What follows belongs to an exercise in optimizing a design on an open flow for small area; a production flow would make more cautious choices. The RTL was checked by simulation tests, not by an equivalence proof against the original design. Power figures rest on the tool's default switching activity, not on a simulated workload.

===== design/flow/flow/run.sh =====
#!/bin/bash
# Own layout flow: the standard ORFS flow, with two changes:
#  - synthesis is the standard script, but ABC maps with flow/abc.script
#    (area-oriented) and the full-adder extraction step is skipped;
#  - port buffers use the smallest buffer (buf_1).
# Registers are untouched: the flip-flop mapping happens before ABC exactly
# as in the standard synthesis.
set -euo pipefail
W=$PWD
sed "s#log_cmd abc {\*}\$abc_args#log_cmd abc -script $W/flow/abc.script {*}[lrange \$abc_args 2 end]#" \
    "$FLOW_HOME/scripts/synth.tcl" > "$W/synth_mod.tcl"
grep -q "flow/abc.script" "$W/synth_mod.tcl"
sed "s#\$::env(SCRIPTS_DIR)/synth.tcl#$W/synth_mod.tcl#" "$W/synth_recipe.tcl" > "$W/my_synth.tcl"
grep -q "synth_mod.tcl" "$W/my_synth.tcl"
sed "s#SYNTH_SCRIPT=[^ ]*#SYNTH_SCRIPT=$W/my_synth.tcl#" "$W/standard.sh" > "$W/my_standard.sh"
grep -q "my_synth.tcl" "$W/my_standard.sh"
bash "$W/my_standard.sh" ADDER_MAP_FILE= \
    "BUFFER_PORTS_ARGS=-buffer_cell sky130_fd_sc_hd__buf_1" \
    finish > "$W/flow_make.log" 2>&1

===== design/flow/flow/abc.script =====
strash
dch -f
amap
topo
stime -c

===== design/flow/standard.sh =====
#!/bin/bash
# synth_recipe.tcl (not shown) runs the flow's synth.tcl, then flattens the netlist and writes it again
# the make line also repeats each setting of config.mk as NAME=value (left out here)
make -C /OpenROAD-flow-scripts/flow DESIGN_CONFIG=/design/flow/config.mk WORK_HOME=/design/flow/orfs CLKGATE_MAP_FILE= SYNTH_SCRIPT=/design/flow/synth_recipe.tcl "${@:-finish}"

===== design/flow/config.mk =====
export PLATFORM = sky130hd
export DESIGN_NAME = driver
export DESIGN_NICKNAME = driver
export VERILOG_FILES = /design/flow/design.v
export SDC_FILE = /design/flow/constraint.sdc
export NUM_CORES = 4
export LEC_CHECK = 0
export CAP_MARGIN = 20
export CORE_MARGIN = 2
export CORE_UTILIZATION = 40
export PLACE_DENSITY = 0.6
export SLEW_MARGIN = 20

===== design/flow/constraint.sdc =====
create_clock -name core_clock -period 5.0 [get_ports {clk}]
set_input_delay 1.0000 -clock core_clock [delete_from_list [all_inputs] [get_ports {clk}]]
set_output_delay 1.0000 -clock core_clock [all_outputs]
set_load 0.01 [all_outputs]

===== design/flow/design.v =====
module coord_list(
    input clk,
    input rst,
    input NE1,
    input NWE,
    input [2:0] ADDR,
    input [7:0] DATA,
    output reg [12:0] xc,
    output reg [11:0] yc,
    output reg [1:0] col
);
    wire we = ~NE1 & ~NWE;
    wire [7:0] d = rst ? 8'd0 : DATA;
    always @(posedge clk) begin
        if (rst | (we & (ADDR == 3'd2))) xc[7:0]  <= d;
        if (rst | (we & (ADDR == 3'd3))) xc[12:8] <= d[4:0];
        if (rst | (we & (ADDR == 3'd4))) yc[7:0]  <= d;
        if (rst | (we & (ADDR == 3'd5))) yc[11:8] <= d[3:0];
        if (rst | (we & (ADDR == 3'd1))) col      <= d[1:0];
    end
endmodule
module driver(
    input clk,
    input rst,
    input NE1,
    input NWE,
    input [2:0] ADDR,
    input [7:0] DATA,
    output r,
    output g,
    output b,
    output h_sync,
    output v_sync
);
    wire [12:0] xc;
    wire [11:0] yc;
    wire [1:0] col;
    coord_list regs(
        .clk(clk), .rst(rst), .NE1(NE1), .NWE(NWE), .ADDR(ADDR), .DATA(DATA),
        .xc(xc), .yc(yc), .col(col)
    );
    reg [9:0] hc, vc;
    reg p, m;
    reg [2:0] color;
    wire [9:0] hc_n, vc_n;
    wire p_n, m_n;
    wire [2:0] color_n;
    core c(
        .rst(rst), .hc(hc), .vc(vc), .xc(xc), .yc(yc), .col(col), .p(p), .m(m),
        .hc_n(hc_n), .vc_n(vc_n), .p_n(p_n), .m_n(m_n), .color_n(color_n),
        .h_sync(h_sync), .v_sync(v_sync)
    );
    always @(posedge clk) begin
        hc <= hc_n;
        vc <= vc_n;
        p <= p_n;
        m <= m_n;
        color <= color_n;
    end
    assign r = color[2];
    assign g = color[1];
    assign b = color[0];
endmodule
module core(
    input rst,
    input [9:0] hc, input [9:0] vc,
    input [12:0] xc, input [11:0] yc, input [1:0] col,
    input p, input m,
    output [9:0] hc_n, output [9:0] vc_n,
    output p_n, output m_n, output [2:0] color_n,
    output h_sync, output v_sync
);
  wire new_n79, new_n80, new_n81, new_n83, new_n84, new_n85, new_n87,
    new_n88, new_n89, new_n91, new_n92, new_n93, new_n95, new_n96, new_n97,
    new_n98, new_n99, new_n100, new_n102, new_n103, new_n104, new_n106,
    new_n107, new_n108, new_n110, new_n111, new_n112, new_n114, new_n116,
    new_n117, new_n118, new_n119, new_n120, new_n121, new_n122, new_n124,
    new_n125, new_n126, new_n128, new_n129, new_n130, new_n132, new_n133,
    new_n134, new_n136, new_n137, new_n138, new_n140, new_n141, new_n142,
    new_n144, new_n145, new_n146, new_n148, new_n149, new_n150, new_n152,
    new_n153, new_n154, new_n155, new_n156, new_n157, new_n159, new_n161,
    new_n162, new_n163, new_n164, new_n165, new_n166, new_n167, new_n168,
    new_n169, new_n170, new_n171, new_n172, new_n173, new_n174, new_n175,
    new_n176, new_n177, new_n178, new_n179, new_n180, new_n181, new_n182,
    new_n183, new_n184, new_n185, new_n186, new_n187, new_n188, new_n189,
    new_n190, new_n191, new_n192, new_n193, new_n194, new_n195, new_n196,
    new_n197, new_n198, new_n199, new_n200, new_n201, new_n202, new_n203,
    new_n204, new_n205, new_n206, new_n207, new_n208, new_n209, new_n210,
    new_n211, new_n212, new_n213, new_n214, new_n215, new_n216, new_n217,
    new_n218, new_n219, new_n220, new_n221, new_n222, new_n223, new_n224,
    new_n225, new_n226, new_n227, new_n228, new_n229, new_n230, new_n231,
    new_n232, new_n233, new_n234, new_n235, new_n236, new_n237, new_n238,
    new_n239, new_n240, new_n241, new_n242, new_n243, new_n244, new_n245,
    new_n246, new_n247, new_n248, new_n249, new_n250, new_n251, new_n252,
    new_n253, new_n254, new_n255, new_n256, new_n257, new_n258, new_n259,
    new_n260, new_n261, new_n262, new_n263, new_n264, new_n265, new_n266,
    new_n267, new_n268, new_n269, new_n270, new_n271, new_n272, new_n273,
    new_n274, new_n275, new_n276, new_n277, new_n278, new_n279, new_n280,
    new_n281, new_n282, new_n283, new_n284, new_n285, new_n286, new_n287,
    new_n288, new_n289, new_n290, new_n291, new_n292, new_n293, new_n294,
    new_n295, new_n296, new_n297, new_n298, new_n299, new_n300, new_n301,
    new_n302, new_n303, new_n304, new_n305, new_n306, new_n307, new_n308,
    new_n309, new_n310, new_n311, new_n312, new_n313, new_n314, new_n315,
    new_n316, new_n317, new_n318, new_n319, new_n320, new_n321, new_n322,
    new_n323, new_n324, new_n325, new_n326, new_n327, new_n328, new_n329,
    new_n330, new_n331, new_n332, new_n333, new_n334, new_n335, new_n336,
    new_n337, new_n338, new_n339, new_n340, new_n341, new_n342, new_n343,
    new_n344, new_n345, new_n346, new_n347, new_n348, new_n349, new_n350,
    new_n351, new_n352, new_n353, new_n354, new_n355, new_n356, new_n357,
    new_n358, new_n359, new_n360, new_n361, new_n362, new_n363, new_n364,
    new_n365, new_n366, new_n367, new_n368, new_n369, new_n370, new_n371,
    new_n372, new_n373, new_n374, new_n375, new_n376, new_n377, new_n378,
    new_n379, new_n380, new_n381, new_n382, new_n383, new_n384, new_n385,
    new_n386, new_n387, new_n388, new_n389, new_n390, new_n391, new_n392,
    new_n393, new_n394, new_n395, new_n396, new_n397, new_n398, new_n399,
    new_n400, new_n401, new_n402, new_n403, new_n404, new_n405, new_n406,
    new_n407, new_n408, new_n409, new_n410, new_n411, new_n412, new_n413,
    new_n414, new_n415, new_n416, new_n417, new_n418, new_n419, new_n420,
    new_n421, new_n422, new_n423, new_n424, new_n425, new_n426, new_n427,
    new_n428, new_n429, new_n430, new_n431, new_n432, new_n433, new_n434,
    new_n435, new_n436, new_n437, new_n438, new_n439, new_n440, new_n441,
    new_n442, new_n443, new_n444, new_n445, new_n446, new_n447, new_n448,
    new_n449, new_n450, new_n451, new_n452, new_n453, new_n454, new_n455,
    new_n456, new_n457, new_n458, new_n459, new_n460, new_n461, new_n462,
    new_n463, new_n464, new_n465, new_n466, new_n467, new_n468, new_n469,
    new_n470, new_n471, new_n472, new_n473, new_n474, new_n475, new_n476,
    new_n477, new_n478, new_n479, new_n481, new_n482, new_n483, new_n484,
    new_n485, new_n487, new_n488, new_n489, new_n490, new_n494, new_n495,
    new_n496, new_n497, new_n498, new_n499, new_n500, new_n501, new_n502,
    new_n504, new_n505, new_n506, new_n507, new_n508, new_n509, new_n510,
    new_n511, new_n512, new_n513, new_n514, new_n515;
  assign hc_n[0] = rst | ~hc[0];
  assign new_n79 = ~hc[0] & ~hc[1];
  assign new_n80 = hc[0] & hc[1];
  assign new_n81 = ~rst & ~new_n80;
  assign hc_n[1] = ~new_n79 & new_n81;
  assign new_n83 = ~hc[2] & ~new_n80;
  assign new_n84 = hc[2] & new_n80;
  assign new_n85 = ~rst & ~new_n84;
  assign hc_n[2] = ~new_n83 & new_n85;
  assign new_n87 = hc[3] & new_n84;
  assign new_n88 = ~hc[3] & ~new_n84;
  assign new_n89 = ~rst & ~new_n88;
  assign hc_n[3] = ~new_n87 & new_n89;
  assign new_n91 = hc[4] & new_n87;
  assign new_n92 = ~hc[4] & ~new_n87;
  assign new_n93 = ~rst & ~new_n92;
  assign hc_n[4] = ~new_n91 & new_n93;
  assign new_n95 = hc[8] & hc[9];
  assign new_n96 = new_n91 & new_n95;
  assign new_n97 = ~rst & ~new_n96;
  assign new_n98 = hc[5] & new_n91;
  assign new_n99 = ~hc[5] & ~new_n91;
  assign new_n100 = ~new_n98 & ~new_n99;
  assign hc_n[5] = new_n97 & new_n100;
  assign new_n102 = hc[6] & new_n98;
  assign new_n103 = ~hc[6] & ~new_n98;
  assign new_n104 = new_n97 & ~new_n103;
  assign hc_n[6] = ~new_n102 & new_n104;
  assign new_n106 = hc[7] & new_n102;
  assign new_n107 = ~hc[7] & ~new_n102;
  assign new_n108 = new_n97 & ~new_n107;
  assign hc_n[7] = ~new_n106 & new_n108;
  assign new_n110 = hc[8] & new_n106;
  assign new_n111 = ~hc[8] & ~new_n106;
  assign new_n112 = new_n97 & ~new_n111;
  assign hc_n[8] = ~new_n110 & new_n112;
  assign new_n114 = ~hc[9] & ~new_n110;
  assign hc_n[9] = new_n97 & ~new_n114;
  assign new_n116 = vc[2] & vc[3];
  assign new_n117 = vc[9] & new_n116;
  assign new_n118 = new_n96 & new_n117;
  assign new_n119 = ~rst & ~new_n118;
  assign new_n120 = vc[0] & new_n96;
  assign new_n121 = ~vc[0] & ~new_n96;
  assign new_n122 = ~new_n120 & ~new_n121;
  assign vc_n[0] = new_n119 & new_n122;
  assign new_n124 = vc[1] & new_n120;
  assign new_n125 = ~vc[1] & ~new_n120;
  assign new_n126 = new_n119 & ~new_n125;
  assign vc_n[1] = ~new_n124 & new_n126;
  assign new_n128 = ~vc[2] & ~new_n124;
  assign new_n129 = vc[2] & new_n124;
  assign new_n130 = new_n119 & ~new_n129;
  assign vc_n[2] = ~new_n128 & new_n130;
  assign new_n132 = ~vc[3] & ~new_n129;
  assign new_n133 = new_n116 & new_n124;
  assign new_n134 = new_n119 & ~new_n133;
  assign vc_n[3] = ~new_n132 & new_n134;
  assign new_n136 = vc[4] & new_n133;
  assign new_n137 = ~vc[4] & ~new_n133;
  assign new_n138 = new_n119 & ~new_n137;
  assign vc_n[4] = ~new_n136 & new_n138;
  assign new_n140 = ~vc[5] & ~new_n136;
  assign new_n141 = vc[5] & new_n136;
  assign new_n142 = new_n119 & ~new_n141;
  assign vc_n[5] = ~new_n140 & new_n142;
  assign new_n144 = vc[6] & new_n141;
  assign new_n145 = ~vc[6] & ~new_n141;
  assign new_n146 = new_n119 & ~new_n145;
  assign vc_n[6] = ~new_n144 & new_n146;
  assign new_n148 = vc[7] & new_n144;
  assign new_n149 = ~vc[7] & ~new_n144;
  assign new_n150 = new_n119 & ~new_n149;
  assign vc_n[7] = ~new_n148 & new_n150;
  assign new_n152 = ~vc[8] & ~new_n148;
  assign new_n153 = vc[5] & vc[6];
  assign new_n154 = vc[7] & vc[8];
  assign new_n155 = new_n153 & new_n154;
  assign new_n156 = new_n136 & new_n155;
  assign new_n157 = new_n119 & ~new_n156;
  assign vc_n[8] = ~new_n152 & new_n157;
  assign new_n159 = ~vc[9] & ~new_n156;
  assign vc_n[9] = new_n119 & ~new_n159;
  assign new_n161 = ~hc[0] & xc[0];
  assign new_n162 = hc[0] & ~xc[0];
  assign new_n163 = ~new_n161 & ~new_n162;
  assign new_n164 = ~hc[1] & xc[1];
  assign new_n165 = hc[1] & ~xc[1];
  assign new_n166 = ~new_n164 & ~new_n165;
  assign new_n167 = ~hc[5] & ~new_n95;
  assign new_n168 = xc[5] & new_n167;
  assign new_n169 = ~xc[5] & ~new_n167;
  assign new_n170 = ~new_n168 & ~new_n169;
  assign new_n171 = hc[4] & ~new_n95;
  assign new_n172 = xc[4] & ~new_n171;
  assign new_n173 = ~hc[3] & xc[3];
  assign new_n174 = hc[3] & ~xc[3];
  assign new_n175 = ~new_n173 & ~new_n174;
  assign new_n176 = hc[2] & ~xc[2];
  assign new_n177 = ~hc[2] & xc[2];
  assign new_n178 = ~new_n161 & ~new_n164;
  assign new_n179 = ~new_n165 & ~new_n178;
  assign new_n180 = ~new_n177 & ~new_n179;
  assign new_n181 = ~new_n176 & ~new_n180;
  assign new_n182 = new_n175 & new_n181;
  assign new_n183 = ~new_n173 & ~new_n182;
  assign new_n184 = ~xc[4] & new_n171;
  assign new_n185 = ~new_n172 & ~new_n184;
  assign new_n186 = ~new_n183 & new_n185;
  assign new_n187 = ~new_n172 & ~new_n186;
  assign new_n188 = new_n170 & ~new_n187;
  assign new_n189 = ~new_n168 & ~new_n188;
  assign new_n190 = hc[6] & ~xc[6];
  assign new_n191 = ~hc[6] & xc[6];
  assign new_n192 = ~new_n190 & ~new_n191;
  assign new_n193 = new_n189 & new_n192;
  assign new_n194 = ~new_n189 & ~new_n192;
  assign new_n195 = ~new_n193 & ~new_n194;
  assign new_n196 = new_n166 & new_n195;
  assign new_n197 = ~new_n166 & ~new_n195;
  assign new_n198 = ~new_n196 & ~new_n197;
  assign new_n199 = new_n161 & ~new_n198;
  assign new_n200 = new_n162 & new_n198;
  assign new_n201 = ~new_n199 & ~new_n200;
  assign new_n202 = ~new_n163 & new_n201;
  assign new_n203 = ~new_n176 & ~new_n177;
  assign new_n204 = new_n163 & new_n166;
  assign new_n205 = ~new_n179 & ~new_n204;
  assign new_n206 = new_n195 & new_n205;
  assign new_n207 = new_n179 & ~new_n195;
  assign new_n208 = ~new_n206 & ~new_n207;
  assign new_n209 = new_n203 & ~new_n208;
  assign new_n210 = ~new_n203 & new_n208;
  assign new_n211 = ~new_n209 & ~new_n210;
  assign new_n212 = new_n202 & ~new_n211;
  assign new_n213 = ~new_n175 & ~new_n181;
  assign new_n214 = ~new_n182 & ~new_n213;
  assign new_n215 = new_n204 & new_n211;
  assign new_n216 = new_n195 & ~new_n215;
  assign new_n217 = new_n214 & ~new_n216;
  assign new_n218 = ~new_n214 & new_n216;
  assign new_n219 = ~new_n217 & ~new_n218;
  assign new_n220 = ~new_n212 & ~new_n219;
  assign new_n221 = vc[1] & ~yc[1];
  assign new_n222 = ~vc[1] & yc[1];
  assign new_n223 = ~vc[0] & yc[0];
  assign new_n224 = ~new_n222 & ~new_n223;
  assign new_n225 = ~new_n221 & ~new_n224;
  assign new_n226 = yc[2] & new_n225;
  assign new_n227 = vc[2] & ~vc[9];
  assign new_n228 = ~yc[2] & ~new_n225;
  assign new_n229 = ~new_n226 & ~new_n228;
  assign new_n230 = ~new_n227 & new_n229;
  assign new_n231 = ~new_n226 & ~new_n230;
  assign new_n232 = vc[3] & ~vc[9];
  assign new_n233 = yc[3] & ~new_n232;
  assign new_n234 = ~yc[3] & new_n232;
  assign new_n235 = ~new_n233 & ~new_n234;
  assign new_n236 = ~new_n231 & new_n235;
  assign new_n237 = new_n231 & ~new_n235;
  assign new_n238 = ~new_n236 & ~new_n237;
  assign new_n239 = new_n227 & ~new_n229;
  assign new_n240 = ~new_n230 & ~new_n239;
  assign new_n241 = ~new_n221 & ~new_n222;
  assign new_n242 = vc[0] & ~yc[0];
  assign new_n243 = ~new_n223 & ~new_n242;
  assign new_n244 = new_n241 & new_n243;
  assign new_n245 = new_n240 & new_n244;
  assign new_n246 = ~new_n238 & new_n245;
  assign new_n247 = new_n220 & new_n246;
  assign new_n248 = ~new_n202 & new_n211;
  assign new_n249 = new_n219 & ~new_n248;
  assign new_n250 = ~new_n241 & new_n243;
  assign new_n251 = ~new_n212 & new_n250;
  assign new_n252 = ~vc[4] & yc[4];
  assign new_n253 = vc[4] & ~yc[4];
  assign new_n254 = ~new_n252 & ~new_n253;
  assign new_n255 = ~new_n233 & ~new_n236;
  assign new_n256 = new_n254 & ~new_n255;
  assign new_n257 = ~new_n252 & ~new_n256;
  assign new_n258 = yc[5] & ~new_n257;
  assign new_n259 = ~vc[5] & ~vc[9];
  assign new_n260 = ~yc[5] & new_n257;
  assign new_n261 = ~new_n258 & ~new_n260;
  assign new_n262 = new_n259 & new_n261;
  assign new_n263 = ~new_n258 & ~new_n262;
  assign new_n264 = vc[6] & ~yc[6];
  assign new_n265 = ~vc[6] & yc[6];
  assign new_n266 = ~new_n264 & ~new_n265;
  assign new_n267 = ~new_n263 & ~new_n266;
  assign new_n268 = ~vc[6] & yc[7];
  assign new_n269 = yc[8] & new_n268;
  assign new_n270 = new_n267 & ~new_n269;
  assign new_n271 = ~yc[7] & ~yc[8];
  assign new_n272 = new_n264 & ~new_n271;
  assign new_n273 = ~new_n265 & ~new_n272;
  assign new_n274 = new_n263 & new_n273;
  assign new_n275 = ~new_n270 & ~new_n274;
  assign new_n276 = ~yc[9] & ~new_n275;
  assign new_n277 = new_n241 & ~new_n276;
  assign new_n278 = ~new_n241 & new_n276;
  assign new_n279 = ~new_n277 & ~new_n278;
  assign new_n280 = ~new_n223 & new_n279;
  assign new_n281 = ~new_n242 & ~new_n279;
  assign new_n282 = ~new_n280 & ~new_n281;
  assign new_n283 = new_n212 & ~new_n243;
  assign new_n284 = ~new_n282 & new_n283;
  assign new_n285 = ~new_n251 & ~new_n284;
  assign new_n286 = new_n249 & new_n285;
  assign new_n287 = ~new_n249 & ~new_n282;
  assign new_n288 = ~new_n244 & ~new_n276;
  assign new_n289 = new_n240 & ~new_n288;
  assign new_n290 = ~new_n240 & new_n288;
  assign new_n291 = ~new_n289 & ~new_n290;
  assign new_n292 = ~new_n287 & new_n291;
  assign new_n293 = ~new_n286 & new_n292;
  assign new_n294 = ~new_n245 & ~new_n276;
  assign new_n295 = new_n238 & new_n294;
  assign new_n296 = ~new_n238 & ~new_n294;
  assign new_n297 = ~new_n295 & ~new_n296;
  assign new_n298 = ~new_n220 & new_n297;
  assign new_n299 = new_n293 & new_n298;
  assign new_n300 = ~new_n247 & ~new_n299;
  assign new_n301 = new_n183 & ~new_n185;
  assign new_n302 = ~new_n186 & ~new_n301;
  assign new_n303 = new_n214 & new_n215;
  assign new_n304 = new_n195 & ~new_n303;
  assign new_n305 = new_n302 & new_n304;
  assign new_n306 = ~new_n302 & ~new_n304;
  assign new_n307 = ~new_n305 & ~new_n306;
  assign new_n308 = ~new_n300 & new_n307;
  assign new_n309 = ~new_n219 & new_n297;
  assign new_n310 = new_n211 & new_n309;
  assign new_n311 = new_n282 & ~new_n291;
  assign new_n312 = ~new_n202 & new_n244;
  assign new_n313 = ~new_n311 & ~new_n312;
  assign new_n314 = ~new_n202 & ~new_n291;
  assign new_n315 = ~new_n313 & ~new_n314;
  assign new_n316 = ~new_n291 & ~new_n315;
  assign new_n317 = new_n310 & ~new_n316;
  assign new_n318 = ~new_n254 & new_n255;
  assign new_n319 = ~new_n256 & ~new_n318;
  assign new_n320 = ~new_n238 & ~new_n319;
  assign new_n321 = new_n238 & new_n319;
  assign new_n322 = ~new_n320 & ~new_n321;
  assign new_n323 = new_n219 & ~new_n322;
  assign new_n324 = new_n276 & new_n319;
  assign new_n325 = ~new_n276 & ~new_n319;
  assign new_n326 = ~new_n324 & ~new_n325;
  assign new_n327 = new_n323 & new_n326;
  assign new_n328 = ~new_n211 & new_n327;
  assign new_n329 = ~new_n317 & ~new_n328;
  assign new_n330 = ~new_n244 & ~new_n291;
  assign new_n331 = new_n204 & ~new_n244;
  assign new_n332 = ~new_n201 & new_n244;
  assign new_n333 = ~new_n331 & ~new_n332;
  assign new_n334 = ~new_n282 & ~new_n333;
  assign new_n335 = new_n285 & new_n334;
  assign new_n336 = ~new_n330 & ~new_n335;
  assign new_n337 = new_n163 & ~new_n166;
  assign new_n338 = new_n311 & ~new_n337;
  assign new_n339 = ~new_n282 & new_n314;
  assign new_n340 = ~new_n338 & ~new_n339;
  assign new_n341 = ~new_n336 & new_n340;
  assign new_n342 = ~new_n329 & new_n341;
  assign new_n343 = new_n310 & new_n315;
  assign new_n344 = new_n211 & new_n327;
  assign new_n345 = new_n293 & new_n344;
  assign new_n346 = ~new_n343 & ~new_n345;
  assign new_n347 = ~new_n204 & ~new_n346;
  assign new_n348 = new_n215 & new_n297;
  assign new_n349 = new_n323 & new_n348;
  assign new_n350 = ~new_n340 & new_n349;
  assign new_n351 = new_n336 & new_n350;
  assign new_n352 = new_n285 & ~new_n331;
  assign new_n353 = ~new_n211 & ~new_n291;
  assign new_n354 = new_n309 & new_n353;
  assign new_n355 = ~new_n334 & new_n354;
  assign new_n356 = ~new_n352 & new_n355;
  assign new_n357 = ~new_n351 & ~new_n356;
  assign new_n358 = ~new_n347 & new_n357;
  assign new_n359 = ~new_n342 & new_n358;
  assign new_n360 = ~new_n307 & ~new_n359;
  assign new_n361 = ~new_n308 & ~new_n360;
  assign new_n362 = ~new_n259 & ~new_n261;
  assign new_n363 = ~new_n262 & ~new_n362;
  assign new_n364 = new_n276 & new_n363;
  assign new_n365 = ~new_n170 & new_n187;
  assign new_n366 = ~new_n188 & ~new_n365;
  assign new_n367 = ~new_n195 & ~new_n366;
  assign new_n368 = ~new_n302 & ~new_n366;
  assign new_n369 = ~new_n214 & ~new_n366;
  assign new_n370 = ~new_n368 & ~new_n369;
  assign new_n371 = new_n195 & new_n370;
  assign new_n372 = ~new_n367 & ~new_n371;
  assign new_n373 = ~new_n276 & ~new_n363;
  assign new_n374 = new_n372 & ~new_n373;
  assign new_n375 = ~new_n364 & new_n374;
  assign new_n376 = ~new_n327 & ~new_n375;
  assign new_n377 = ~new_n361 & ~new_n376;
  assign new_n378 = ~new_n282 & new_n337;
  assign new_n379 = ~new_n201 & new_n282;
  assign new_n380 = new_n291 & ~new_n379;
  assign new_n381 = ~new_n378 & new_n380;
  assign new_n382 = ~new_n297 & new_n340;
  assign new_n383 = ~new_n381 & new_n382;
  assign new_n384 = ~new_n299 & ~new_n383;
  assign new_n385 = ~new_n211 & ~new_n384;
  assign new_n386 = ~new_n349 & ~new_n385;
  assign new_n387 = ~new_n319 & ~new_n363;
  assign new_n388 = new_n319 & new_n363;
  assign new_n389 = ~new_n387 & ~new_n388;
  assign new_n390 = new_n219 & ~new_n384;
  assign new_n391 = ~new_n389 & ~new_n390;
  assign new_n392 = ~new_n386 & new_n391;
  assign new_n393 = new_n334 & new_n354;
  assign new_n394 = ~new_n244 & new_n381;
  assign new_n395 = ~new_n312 & ~new_n394;
  assign new_n396 = new_n317 & new_n395;
  assign new_n397 = ~new_n393 & ~new_n396;
  assign new_n398 = new_n322 & ~new_n397;
  assign new_n399 = new_n246 & new_n303;
  assign new_n400 = new_n326 & new_n399;
  assign new_n401 = ~new_n398 & ~new_n400;
  assign new_n402 = ~new_n392 & new_n401;
  assign new_n403 = ~new_n372 & ~new_n402;
  assign new_n404 = ~new_n377 & ~new_n403;
  assign new_n405 = ~xc[12] & ~new_n368;
  assign new_n406 = new_n302 & new_n366;
  assign new_n407 = new_n303 & new_n406;
  assign new_n408 = ~new_n405 & ~new_n407;
  assign new_n409 = hc[8] & ~hc[9];
  assign new_n410 = ~xc[8] & new_n409;
  assign new_n411 = xc[8] & ~new_n409;
  assign new_n412 = ~new_n410 & ~new_n411;
  assign new_n413 = hc[7] & ~xc[7];
  assign new_n414 = new_n191 & ~new_n413;
  assign new_n415 = new_n412 & ~new_n414;
  assign new_n416 = ~hc[8] & hc[9];
  assign new_n417 = ~new_n410 & ~new_n416;
  assign new_n418 = ~hc[7] & xc[7];
  assign new_n419 = ~new_n417 & new_n418;
  assign new_n420 = ~new_n412 & new_n419;
  assign new_n421 = ~new_n415 & ~new_n420;
  assign new_n422 = ~new_n413 & ~new_n418;
  assign new_n423 = ~new_n191 & ~new_n422;
  assign new_n424 = ~new_n421 & ~new_n423;
  assign new_n425 = ~new_n195 & new_n424;
  assign new_n426 = ~new_n408 & new_n425;
  assign new_n427 = ~new_n214 & ~new_n302;
  assign new_n428 = new_n366 & ~new_n427;
  assign new_n429 = ~new_n412 & ~new_n413;
  assign new_n430 = new_n190 & ~new_n418;
  assign new_n431 = new_n412 & new_n430;
  assign new_n432 = ~new_n190 & ~new_n422;
  assign new_n433 = ~new_n431 & ~new_n432;
  assign new_n434 = ~new_n429 & new_n433;
  assign new_n435 = ~new_n428 & new_n434;
  assign new_n436 = new_n195 & new_n435;
  assign new_n437 = ~new_n426 & ~new_n436;
  assign new_n438 = ~new_n320 & new_n363;
  assign new_n439 = vc[8] & ~yc[8];
  assign new_n440 = ~vc[8] & yc[8];
  assign new_n441 = ~new_n439 & ~new_n440;
  assign new_n442 = ~vc[7] & yc[7];
  assign new_n443 = vc[7] & ~yc[7];
  assign new_n444 = ~new_n442 & ~new_n443;
  assign new_n445 = new_n441 & new_n444;
  assign new_n446 = ~new_n264 & ~new_n445;
  assign new_n447 = ~new_n267 & ~new_n446;
  assign new_n448 = ~new_n438 & new_n447;
  assign new_n449 = ~new_n276 & new_n448;
  assign new_n450 = ~new_n441 & ~new_n442;
  assign new_n451 = ~new_n265 & ~new_n444;
  assign new_n452 = new_n265 & ~new_n443;
  assign new_n453 = new_n441 & new_n452;
  assign new_n454 = ~new_n451 & ~new_n453;
  assign new_n455 = ~new_n450 & new_n454;
  assign new_n456 = ~new_n387 & new_n455;
  assign new_n457 = new_n276 & new_n456;
  assign new_n458 = ~new_n449 & ~new_n457;
  assign new_n459 = ~new_n441 & new_n443;
  assign new_n460 = new_n441 & new_n442;
  assign new_n461 = new_n264 & ~new_n460;
  assign new_n462 = ~new_n459 & new_n461;
  assign new_n463 = new_n263 & new_n462;
  assign new_n464 = ~xc[8] & new_n416;
  assign new_n465 = ~new_n189 & ~new_n464;
  assign new_n466 = ~new_n417 & ~new_n465;
  assign new_n467 = ~xc[9] & new_n466;
  assign new_n468 = xc[9] & ~new_n466;
  assign new_n469 = yc[9] & ~new_n439;
  assign new_n470 = ~rst & ~xc[10];
  assign new_n471 = ~xc[11] & ~yc[10];
  assign new_n472 = ~yc[11] & new_n471;
  assign new_n473 = new_n470 & new_n472;
  assign new_n474 = ~new_n469 & new_n473;
  assign new_n475 = ~new_n468 & new_n474;
  assign new_n476 = ~new_n467 & new_n475;
  assign new_n477 = ~new_n463 & new_n476;
  assign new_n478 = ~new_n458 & new_n477;
  assign new_n479 = ~new_n437 & new_n478;
  assign p_n = ~new_n404 & new_n479;
  assign new_n481 = ~hc[7] & ~hc[8];
  assign new_n482 = hc[9] & ~new_n481;
  assign new_n483 = ~rst & ~vc[9];
  assign new_n484 = p & new_n483;
  assign new_n485 = ~new_n155 & new_n484;
  assign m_n = ~new_n482 & new_n485;
  assign new_n487 = ~col[0] & ~col[1];
  assign new_n488 = ~rst & m;
  assign new_n489 = col[0] & col[1];
  assign new_n490 = new_n488 & ~new_n489;
  assign color_n[1] = ~new_n487 & new_n490;
  assign color_n[0] = col[0] & color_n[1];
  assign color_n[2] = new_n488 & new_n489;
  assign new_n494 = ~hc[1] & ~hc[2];
  assign new_n495 = ~hc[3] & new_n494;
  assign new_n496 = hc[4] & ~new_n495;
  assign new_n497 = ~hc[5] & ~hc[6];
  assign new_n498 = ~new_n496 & new_n497;
  assign new_n499 = hc[5] & hc[6];
  assign new_n500 = new_n496 & new_n499;
  assign new_n501 = hc[7] & new_n416;
  assign new_n502 = ~new_n500 & new_n501;
  assign h_sync = new_n498 | ~new_n502;
  assign new_n504 = ~hc[4] & ~hc[9];
  assign new_n505 = ~vc[0] & new_n504;
  assign new_n506 = new_n481 & new_n497;
  assign new_n507 = new_n505 & new_n506;
  assign new_n508 = new_n495 & new_n507;
  assign new_n509 = ~vc[1] & vc[2];
  assign new_n510 = new_n508 & ~new_n509;
  assign new_n511 = vc[1] & ~vc[2];
  assign new_n512 = ~new_n508 & ~new_n511;
  assign new_n513 = ~vc[4] & new_n232;
  assign new_n514 = new_n155 & new_n513;
  assign new_n515 = ~new_n512 & new_n514;
  assign v_sync = new_n510 | ~new_n515;
endmodule

==> results of run 1 <==
==> critical path, delay by kind of cell (launching register included) <==
kind,cells,cell delay [ns]
AND/OR/NAND/NOR,12,1.88
buffers and inverters,2,0.27
AO/OA/AOI/OAI,14,1.77
flip-flops,1,0.43
==> placed cells by master, fill, tap and decap left out, types with 7 or more instances in the layout <==
cell type   n
a211oi_1   12
o21ai_0    23
nor2b_1    12
nor2_1     94
o21ai_1     7
clkinv_1   48
a21oi_1    23
buf_4      13
edfxtp_1   27
nor3_1     10
dfxtp_1    24
nand2_1    39
buf_1      19
o22ai_1    10
==> stage by stage <==
step                instance area (um^2)  power, uW  hold slack, ns   util  cells
CTS                                 3340       1010           0.414  0.466    527
floorplan                           2950        673           0.370      -    389
finish                              3410       1030           0.407  0.475    528
detailed placement                  3240        752           0.388  0.451    519
global route                        3410       1090           0.437  0.475    528
global placement                    3230        750           0.383  0.451    519
==> power by group through the flow <==
stage                     Combinational [uW]  Clock [uW]  Sequential (uW)
after floorplan                          181           0              491
after global placement                   254           0              497
after detailed placement                 255           0              497
after CTS                                257         269              487
after global routing                     312         285              490
final                                    278         260              487
==> cells by family after synthesis <==
kind of cell / share of synthesized area
buffers and inverters: 0.0611
and+or+nand+nor: 0.264
AOI/OAI and AO/OA: 0.230
DFF: 0.445
==> timing repair <==
item | CTS | global route
setup endpoints to repair | 0 | 1
buffers inserted | 0 | 1
gates resized for setup | 0 | 20
==> area by class of cell <==
cell class / instances / area [um^2]
clock buffers: 5 / 68.8
clock inverters: 3 / 33.8
fillers: 718 / 3770
inverters: 48 / 180
multi-input cells: 289 / 1520
flip-flops and latches: 52 / 1310
well taps: 99 / 124
repair buffers: 32 / 169
==> sequential cells by signal, indices dropped and copies added (netlist names) <==
signal	count
m	1
regs.col	2
vc	10
hc	10
p	1
regs.yc	12
regs.xc	13
color	3
==> per-layer routing <==
| layer | global-route usage | vias to the layer above | part of all wire |
|---|---|---|---|
| met3 | 0.0235 | 9 | 0.031 |
| met5 | 0 | - | 0 |
| li1 | - | 1451 | - |
| met2 | 0.311 | 42 | 0.48 |
| met4 | 0.0487 | 0 | 0.012 |
| met1 | 0.234 | 1226 | 0.47 |
==> how the worst max path moves through the flow <==
| stage | from | end | slack (ns) | cells after the start |
|---|---|---|---|---|
| after floorplan | vc[0] | p | 0.33 | 31 |
| after global placement | regs.xc[0] | p | 0.27 | 31 |
| after detailed placement | regs.xc[0] | p | 0.19 | 31 |
| after CTS | hc[0] | p | 0.1 | 32 |
| after global routing | hc[1] | p | -0.03 | 32 |
| final | regs.yc[1] | p | 0.55 | 28 |
==> out/metrics.cfg, run 1 <==
[global_route]
antenna_found_initial = 0
first_global_vias = 2564
grt_usage = 0.179
grt_max_degree = 20
grt_pass1_wl_um = 11800
grt_overflow = 0

[clock_network]
clkTransAtPathRegs_ns = 0.10
clk_path_buf_depth = 2
cts_buffers = 5
h-tree-depth = 2
cts_hold_buf = 0
cts_tree = yes
cts_root_buffer = clkbuf_8
clk_latency_ns = 0.31
clock_sinks = 52

[synthesis]
ys.flop_type = edfxtp_1
synth_top_area_cell = edfxtp_1
yosysWarnings = 2
synth.area.top_cells = edfxtp_1 (28%), dfxtp_1 (17%), nor2_1 (12%)
synth-seq-cells = 52
synth_commonest_cells = nor2_1 (95), clkinv_1 (48), nand2_1 (39)
syn-num-nets = 404
synth.avg_cell_area_um2 = 7.58
yosysTopAreaCellShare = 0.275
syn_inst = 389
yosysMostFrequentCell = nor2_1
synth-edff-count = 27
async_flop_share = 0
ys_types = 37
seq_area_frac_synth = 0.445
syn-cell-area_um2 = 2950

[hold_path]
hold_path_end = hc[0]
hold_depth = 1
hold_path.class = flop to flop
min-delay-start = hc[0]

[power_and_ir_drop]
p_clk_frac = 0.254
p_int_uw = 683
seqPwrFrac = 0.475
switching_share = 0.333
vdd_ir_drop_max_uv = 141
power.switching_uw = 342
leakagePower_uw = 0.00112
cellPowerDensity_nw_per_um2 = 301
combPwrFrac = 0.271

[floorplanning]
die_x_um = 89.8
start_util = 0.411
pin_count = 20
core_area_um2 = 7180
die_h_um = 89.8
num_rows = 31
die_area_um2 = 8070

[job]
maxCapViolCount = 0

[cells_and_area]
syn_to_final_growth_pct = 15.6
diodes = 0
drive_gt1_frac = 0.0839
fin_nets = 443

[timing]
setup_violations = 0
fin_tns_setup_ns = 0
fin_ws_ns = 0.550
timing.fmax_mhz = 225
period_minus_slack_ns = 4.45
fin_crit_sh = 0.890
hold_violations = 0
worst_pin_slew_ns = 0.782
slew-limit-headroom = 0.473
finalClockSkew_ns = 0.00777
slew_viol_final = 0

[worst_setup_path]
critical_path.max_stage_delay_ns = 0.43
r2r_end = p
r2r_start = regs.yc[1]
crit_required_ns = 5.22
path_max_fanout = 6
cp.arrival_ns = 4.67
r2r_cells = 28
cp_common_cell = nor2_1
end_kind = flop
r2r_slack_ns = 0.55
critPathLaunchType = flop
path_class = flop to flop
crit_slowest_cell = edfxtp_1

[placement]
place.gp.congestion = 0.895
hpwl_um = 5500
place_ws_ns = 0.193
port_buffers = 19

[drt]
via_count = 2728
dr.pass1.iters = 4
postRouteAntennaNets = 0
wirelength_um = 7010
drc = 0
avgViaCountPerCell = 5.17
wl_per_cell_um = 13.3
drtIter0Drc = 108

[run_status]
status = finished clean

==> run 2: changes to the inputs <==
--- a/design/flow/flow/run.sh
+++ b/design/flow/flow/run.sh
@@ -1,8 +1,9 @@
 #!/bin/bash
-# Own layout flow: the standard ORFS flow, with two changes:
+# Own layout flow: the standard ORFS flow (standard.sh), with these
+# changes only:
 #  - synthesis is the standard script, but ABC maps with flow/abc.script
-#    (area-oriented) and the full-adder extraction step is skipped;
-#  - port buffers use the smallest buffer (buf_1).
-# Registers are untouched: the flip-flop mapping happens before ABC exactly
-# as in the standard synthesis.
+#    (area-oriented) and the full-adder extraction step is skipped; the
+#    flip-flops are mapped before ABC exactly as in the standard synthesis;
+#  - port buffers use the smallest buffer (buf_1);
+#  - clock tree synthesis inserts no dummy loads.
 set -euo pipefail
@@ -16,4 +17,7 @@
 grep -q "my_synth.tcl" "$W/my_standard.sh"
+CTS="-sink_clustering_enable -repair_clock_nets -dont_use_dummy_load"
+[ -f "$W/flow/cts_args" ] && CTS="$CTS $(cat "$W/flow/cts_args")"
 bash "$W/my_standard.sh" ADDER_MAP_FILE= \
     "BUFFER_PORTS_ARGS=-buffer_cell sky130_fd_sc_hd__buf_1" \
+    "CTS_ARGS=$CTS" \
     finish > "$W/flow_make.log" 2>&1
--- a/design/flow/config.mk
+++ b/design/flow/config.mk
@@ -9,4 +9,5 @@
 export CORE_MARGIN = 2
-export CORE_UTILIZATION = 40
-export PLACE_DENSITY = 0.6
+export CORE_UTILIZATION = 55
+export GPL_TIMING_DRIVEN = 0
+export PLACE_DENSITY = 0.7
 export SLEW_MARGIN = 20
==> run 2 against run 1 <==
Net effect: critical path depth is 3 higher; routed wire length shrank 3.5%; first-iteration DRC count up 36%; flip-flop and latch count stayed put; clock skew grew 0.026 ns; final cell count is 7.0% lower; synthesized area did not move; sequential share of layout area up 0.55 points; clock power decreased by 18%; worst hold slack worse by 0.0065 ns; critical endpoint unchanged; largest cell class unchanged; largest power group unchanged.
==> out/metrics.cfg, run 2 <==
[hold_path]
hold_depth = 1
hold_path.class = flop to flop
hold_path_end = hc[0]
min-delay-start = hc[0]

[timing]
worst_pin_slew_ns = 0.851
setup_violations = 0
timing.fmax_mhz = 219
hold_ws_ns = 0.400
slew_viol_final = 0
fin_crit_sh = 0.915
slew-limit-headroom = 0.427
finalClockSkew_ns = 0.0339
period_minus_slack_ns = 4.57
hold_violations = 0

[synthesis]
ys_types = 37
synth_commonest_cells = nor2_1 (95), clkinv_1 (48), nand2_1 (39)
yosysMostFrequentCell = nor2_1
async_flop_share = 0
syn-num-nets = 404
syn_inst = 389
yosysTopAreaCellShare = 0.275
ys.flop_type = edfxtp_1
syn-cell-area_um2 = 2950
synth_top_area_cell = edfxtp_1
seq_area_frac_synth = 0.445
synth-edff-count = 27
synth-seq-cells = 52
synth.area.top_cells = edfxtp_1 (28%), dfxtp_1 (17%), nor2_1 (12%)
synth.avg_cell_area_um2 = 7.58
yosysWarnings = 2

[floorplanning]
start_util = 0.574
die_h_um = 77.2
pin_count = 20
die_x_um = 77.2
num_rows = 26
die_area_um2 = 5960
core_area_um2 = 5140

[clock_network]
clock_sinks = 52
clk_latency_ns = 0.31
cts_buffers = 5
clkTransAtPathRegs_ns = 0.11
cts_tree = yes
clk_path_buf_depth = 2
cts_hold_buf = 0
cts_root_buffer = clkbuf_8
h-tree-depth = 2

[power_and_ir_drop]
seqPwrFrac = 0.494
p_clk_frac = 0.215
total_power_uw = 985
power.switching_uw = 316
leakagePower_uw = 0.00110
switching_share = 0.321
vdd_ir_drop_max_uv = 177
p_int_uw = 669
cellPowerDensity_nw_per_um2 = 293
combPwrFrac = 0.290

[drt]
wl_per_cell_um = 13.8
drc = 0
drtIter0Drc = 147
via_count = 2700
wirelength_um = 6770
dr.pass1.iters = 4
postRouteAntennaNets = 0
avgViaCountPerCell = 5.50

[worst_setup_path]
cp_common_cell = nor2_1
path_buf_inv = 1
crit_slowest_cell = edfxtp_1
r2r_end = p
path_max_fanout = 6
critical_path.max_stage_delay_ns = 0.43
r2r_slack_ns = 0.43
crit_family = compound AO/OA/AOI/OAI gates
critPathLaunchType = flop
crit_required_ns = 5.20
r2r_cells = 31
r2r_start = regs.xc[1]
cp.arrival_ns = 4.78
end_kind = flop
path_class = flop to flop

[placement]
hpwl_um = 5200
port_buffers = 19
place.gp.congestion = 0.825
dp_cells = 478

[global_route]
grt_usage = 0.236
grt.met2_usage = 0.386
grtUsageMet3 = 0.0435
grt_max_degree = 19
globalRouteMet1Util = 0.321
grt_overflow = 0
first_global_vias = 2440
grt_pass1_wl_um = 11100
grt_busiest_layer = met2
antenna_found_initial = 0

[cells_and_area]
syn_to_final_growth_pct = 14.0
drive_gt1_frac = 0.105
top_register = regs.xc
final_common_cell = nor2_1
fill_cells = 484
top_regs = regs.xc: 13 flops, regs.yc: 12 flops
final_cell_count_no_fill = 491
layout_common_cells = nor2_1 (92), clkinv_1 (43), nand2_1 (39), edfxtp_1 (27), dfxtp_1 (24)
largest_reg_flops = 13
diodes = 0
fin_nets = 438
utilization = 0.654

[job]
maxCapViolCount = 0

[run_status]
status = finished clean

[run 2: changes by cell type in the layout (fill, tap and decap cells not counted), sizes merged]
cell,change
inv,+3
buf,-5
clkinv,-6
[run 2: final cells by class]
class | instances | area, um^2 | area share
clock buffer | 5 | 68.8 | 0.0205
inverter | 48 | 181 | 0.0540
sequential | 52 | 1310 | 0.391
multi-input combinational | 289 | 1580 | 0.470
tap | 70 | 87.6 | 0.0261
timing repair buffer | 27 | 131 | 0.0391
[run 2: how the worst max path moves through the flow]
stage / start / endpoint / slack (ns) / cells past startpoint
final: regs.xc[1] / p / 0.43 / 31
after global routing: vc[0] / p / -0.07 / 32
after CTS: vc[0] / p / 0.04 / 30
after detailed placement: vc[0] / p / -0.77 / 31
after global placement: vc[0] / p / -0.71 / 31
after floorplan: vc[0] / p / 0.33 / 31
[run 2: kinds of logic (layout without fill, tap and decap cells)]
logic type | Yosys count | in the layout | synth area share
AO/OA/AOI/OAI | 109 | 109 | 0.230
buffers and inverters | 48 | 80 | 0.0611
flip-flops | 52 | 52 | 0.445
AND/OR/NAND/NOR | 180 | 180 | 0.264
[run 2: timing repair]
action,CTS,global route
setup endpoints to repair,1,1
buffers inserted,3,5
pin swaps,1,3
gates resized for setup,9,30
[run 2: power by group through the flow]
stage               Sequential (uW)  Clock [uW]  Combinational (uW)
global placement                496           0                 226
finish                          487         212                 286
detailed placement              496           0                 231
floorplan                       491           0                 181
global route                    490         234                 320
CTS                             486         218                 244
[run 2: metrics by stage]
stage	setup TNS [ns]	instance area, um^2	setup WS, ns
final	0	3360	0.427
after global routing	-0.0666	3360	-0.0666
after CTS	0	3230	0.0450
after detailed placement	-0.770	3110	-0.770
after global placement	-0.714	3110	-0.714
after floorplan	0	2950	0.328
[run 2: routing by layer]
layer / wire [um] / vias to the layer above
li1: - / 1448
met1: 3270 / 1201
met2: 3170 / 45
met3: 232 / 6
met4: 92 / 0
met5: 0 / -
[run 2: worst reg2reg max path: cells and delay by family, from the launching register on]
family	cells	cell delay, ns
buffers and inverters	1	0.17
AO/OA/AOI/OAI	14	2.03
AND/OR/NAND/NOR	16	1.81
flip-flops	1	0.43
==> run 3: changes to the inputs <==
==> design/flow/run.sh (new file) <==
#!/bin/bash
# synth_recipe.tcl (not shown) runs the flow's synth.tcl, then flattens the netlist and writes it again
# the make line also repeats each setting of config.mk as NAME=value (left out here)
make -C /OpenROAD-flow-scripts/flow DESIGN_CONFIG=/design/flow/config.mk WORK_HOME=/design/flow/orfs CLKGATE_MAP_FILE= SYNTH_SCRIPT=/design/flow/synth_recipe.tcl finish
--- a/design/flow/config.mk
+++ b/design/flow/config.mk
@@ -7,7 +7,7 @@
 export LEC_CHECK = 0
+export ABC_AREA = 1
 export CAP_MARGIN = 20
 export CORE_MARGIN = 2
-export CORE_UTILIZATION = 55
-export GPL_TIMING_DRIVEN = 0
-export PLACE_DENSITY = 0.7
+export CORE_UTILIZATION = 40
+export PLACE_DENSITY = 0.6
 export SLEW_MARGIN = 20
removed: design/flow/flow/run.sh
removed: design/flow/flow/abc.script
removed: design/flow/standard.sh
==> run 3 against run 2 <==
Net effect: die area rose by 57%; clock skew is 0.029 ns lower; clock power rose by 8%; cell area is 15% higher; routed wire length grew 12%; sequential power is essentially flat; still clean; setup slack improved by 0.53 ns; count of clock-buffer cells in the layout rose by 1; power is 4.2% higher; sequential share of layout area decreased by 5.1 points; via count rose by 4.7%.
==> out/metrics.cfg, run 3 <==
[synthesis]
syn-cell-area_um2 = 3450
synth.area.top_cells = edfxtp_1 (24%), dfxtp_1 (15%), inv_1 (10%)
synth-seq-cells = 52
yosysWarnings = 2
synth.avg_cell_area_um2 = 7.58
syn-num-nets = 501
yosysTopAreaCellShare = 0.235
syn_inst = 455
async_flop_share = 0
ys.flop_type = edfxtp_1
yosysMostFrequentCell = inv_1
synth_top_area_cell = edfxtp_1
synth-edff-count = 27
ys_types = 36
seq_area_frac_synth = 0.380
synth_commonest_cells = inv_1 (95), nand2_1 (88), nor2_1 (65)

[run_status]
status = finished clean

[worst_setup_path]
r2r_cells = 29
crit_required_ns = 5.24
path_class = flop to flop
end_kind = flop
crit_slowest_cell = fa_1
path_max_fanout = 9
crit_family = adder cells
cp.arrival_ns = 4.28
cp_common_cell = nand2_1
critPathLaunchType = flop
path_buf_inv = 5
crit_cells = 29
critical_path.max_stage_delay_ns = 0.41

[cells_and_area]
fill_cells = 837
top_regs = regs.xc: 13 flops, regs.yc: 12 flops
fin_nets = 527
final_common_cell = inv_1
multi_input_area_um2 = 1760
diodes = 0
syn_to_final_growth_pct = 12.0
top_register = regs.xc
largest_reg_flops = 13
layout_common_cells = inv_1 (95), nand2_1 (88), nor2_1 (65), edfxtp_1 (27), dfxtp_1 (25)
seq_area_um2 = 1310
utilization = 0.465
drive_gt1_frac = 0.0726

[clock_network]
h-tree-depth = 2
clk_latency_ns = 0.30
clock_sinks = 52
cts_root_buffer = clkbuf_8
cts_resized = 0
cts_tree = yes
clk_path_buf_depth = 2
cts_buffers = 5
post_cts_buffers = 0
clkTransAtPathRegs_ns = 0.09
cts_hold_buf = 0

[floorplanning]
die_area_um2 = 9380
core_area_um2 = 8300
die_x_um = 96.9
die_h_um = 96.9
num_rows = 33
pin_count = 20
start_util = 0.415

[timing]
fin_tns_setup_ns = 0
worst_pin_slew_ns = 0.792
timing.fmax_mhz = 248
finalClockSkew_ns = 0.00516
slew-limit-headroom = 0.466
rsz0062_at_grt = false
fin_crit_sh = 0.808
period_minus_slack_ns = 4.04
setup_violations = 0
slew_viol_final = 0
hold_violations = 0

[drt]
drc = 0
postRouteAntennaNets = 0
via_count = 2827
avgViaCountPerCell = 4.82
wl_per_cell_um = 12.9
dr.pass1.iters = 4
wirelength_um = 7550
drtIter0Drc = 111

[global_route]
grt_overflow = 0
first_global_vias = 2842
grt_usage = 0.169
grt_pass1_wl_um = 13000
antenna_found_initial = 0
grt_max_degree = 16

[placement]
port_buffers = 19
hpwl_um = 6170
place.gp.congestion = 0.868

[hold_path]
hold_path.class = flop to flop
hold_depth = 1

[power_and_ir_drop]
leakagePower_uw = 0.00176
vdd_ir_drop_max_uv = 204
cellPowerDensity_nw_per_um2 = 266

[job]
maxCapViolCount = 0

## run 3: worst paths after layout
check | startpoint | to | slack, ns
worst max register to register | vc[0] | p | 0.96
worst max-delay path | vc[0] | p | 0.96
worst min register to register | hc[0] | hc[0] | 0.46
worst min-delay path | hc[0] | hc[0] | 0.46
## run 3: where the power goes
part / total (uW) / leakage (uW) / switching, uW / internal [uW]
Sequential: 485 / 0.000464 / 12.8 / 473
Combinational: 311 / 0.00126 / 202 / 109
Clock: 230 / 0.0000388 / 132 / 97.3
Total: 1030 / 0.00176 / 347 / 679
## run 3: metal layers
layer / part of all wire / up-vias / track usage
li1: - / 1492 / -
met1: 0.47 / 1265 / 0.213
met2: 0.48 / 56 / 0.298
met3: 0.034 / 14 / 0.0267
met4: 0.024 / 0 / 0.0542
met5: 0 / - / 0
## run 3: cell families (layout without fill, tap and decap cells)
group	Yosys count	count (layout)	synth area share
compound gates	46	46	0.0816
xor+xnor	3	3	0.00762
fa+ha+maj	31	31	0.128
buf+inv	100	127	0.109
flops	52	52	0.380
simple gates	223	223	0.294
## run 3: cell type report
type / count / share of cell area
inverters: 98 / 0.0953
clock inverters: 2 / 0.00292
well taps: 105 / 0.0340
repair buffers: 21 / 0.0531
clock buffers: 6 / 0.0188
flip-flops and latches: 52 / 0.340
multi-input cells: 303 / 0.456
## run 3: stage by stage
step | setup WS, ns | std cells | hold slack [ns] | area [um^2] | power (uW)
final | 0.960 | 587 | 0.461 | 3860 | 1030
after global placement | 1.02 | 579 | 0.430 | 3780 | 807
after detailed placement | 1.00 | 579 | 0.442 | 3780 | 805
after floorplan | 1.43 | 455 | 0.405 | 3450 | 727
after CTS | 0.979 | 587 | 0.465 | 3860 | 1040
after global routing | 0.540 | 587 | 0.494 | 3860 | 1100

## re-timing with driven ports
In the flow no input, the clock included, has a driving cell. The finished layouts below were timed again as built, in two steps.
Step 1 assumes that a clkbuf_16 drives the clock port and a buf_2 every other input.
Step 2, shift: input delay + t, output delay - t, t = (earliest + latest rising clock arrival at the registers) / 2. This alone moves slack from input paths to output paths.
Slacks: no drivers / after step 1 / after step 2; pairs: no drivers / after step 1.
| run | t (ns) | setup slack, ns | pins driven straight from the clock port |
|---|---|---|---|
| run 1 | 0.340 | 0.550 / 0.550 / 0.550 | 1 |
| run 2 | 0.320 | 0.427 / 0.427 / 0.427 | 1 |
| run 3 | 0.325 | 0.960 / 0.960 / 0.960 | 1 |
After both steps every run listed still meets setup and hold.
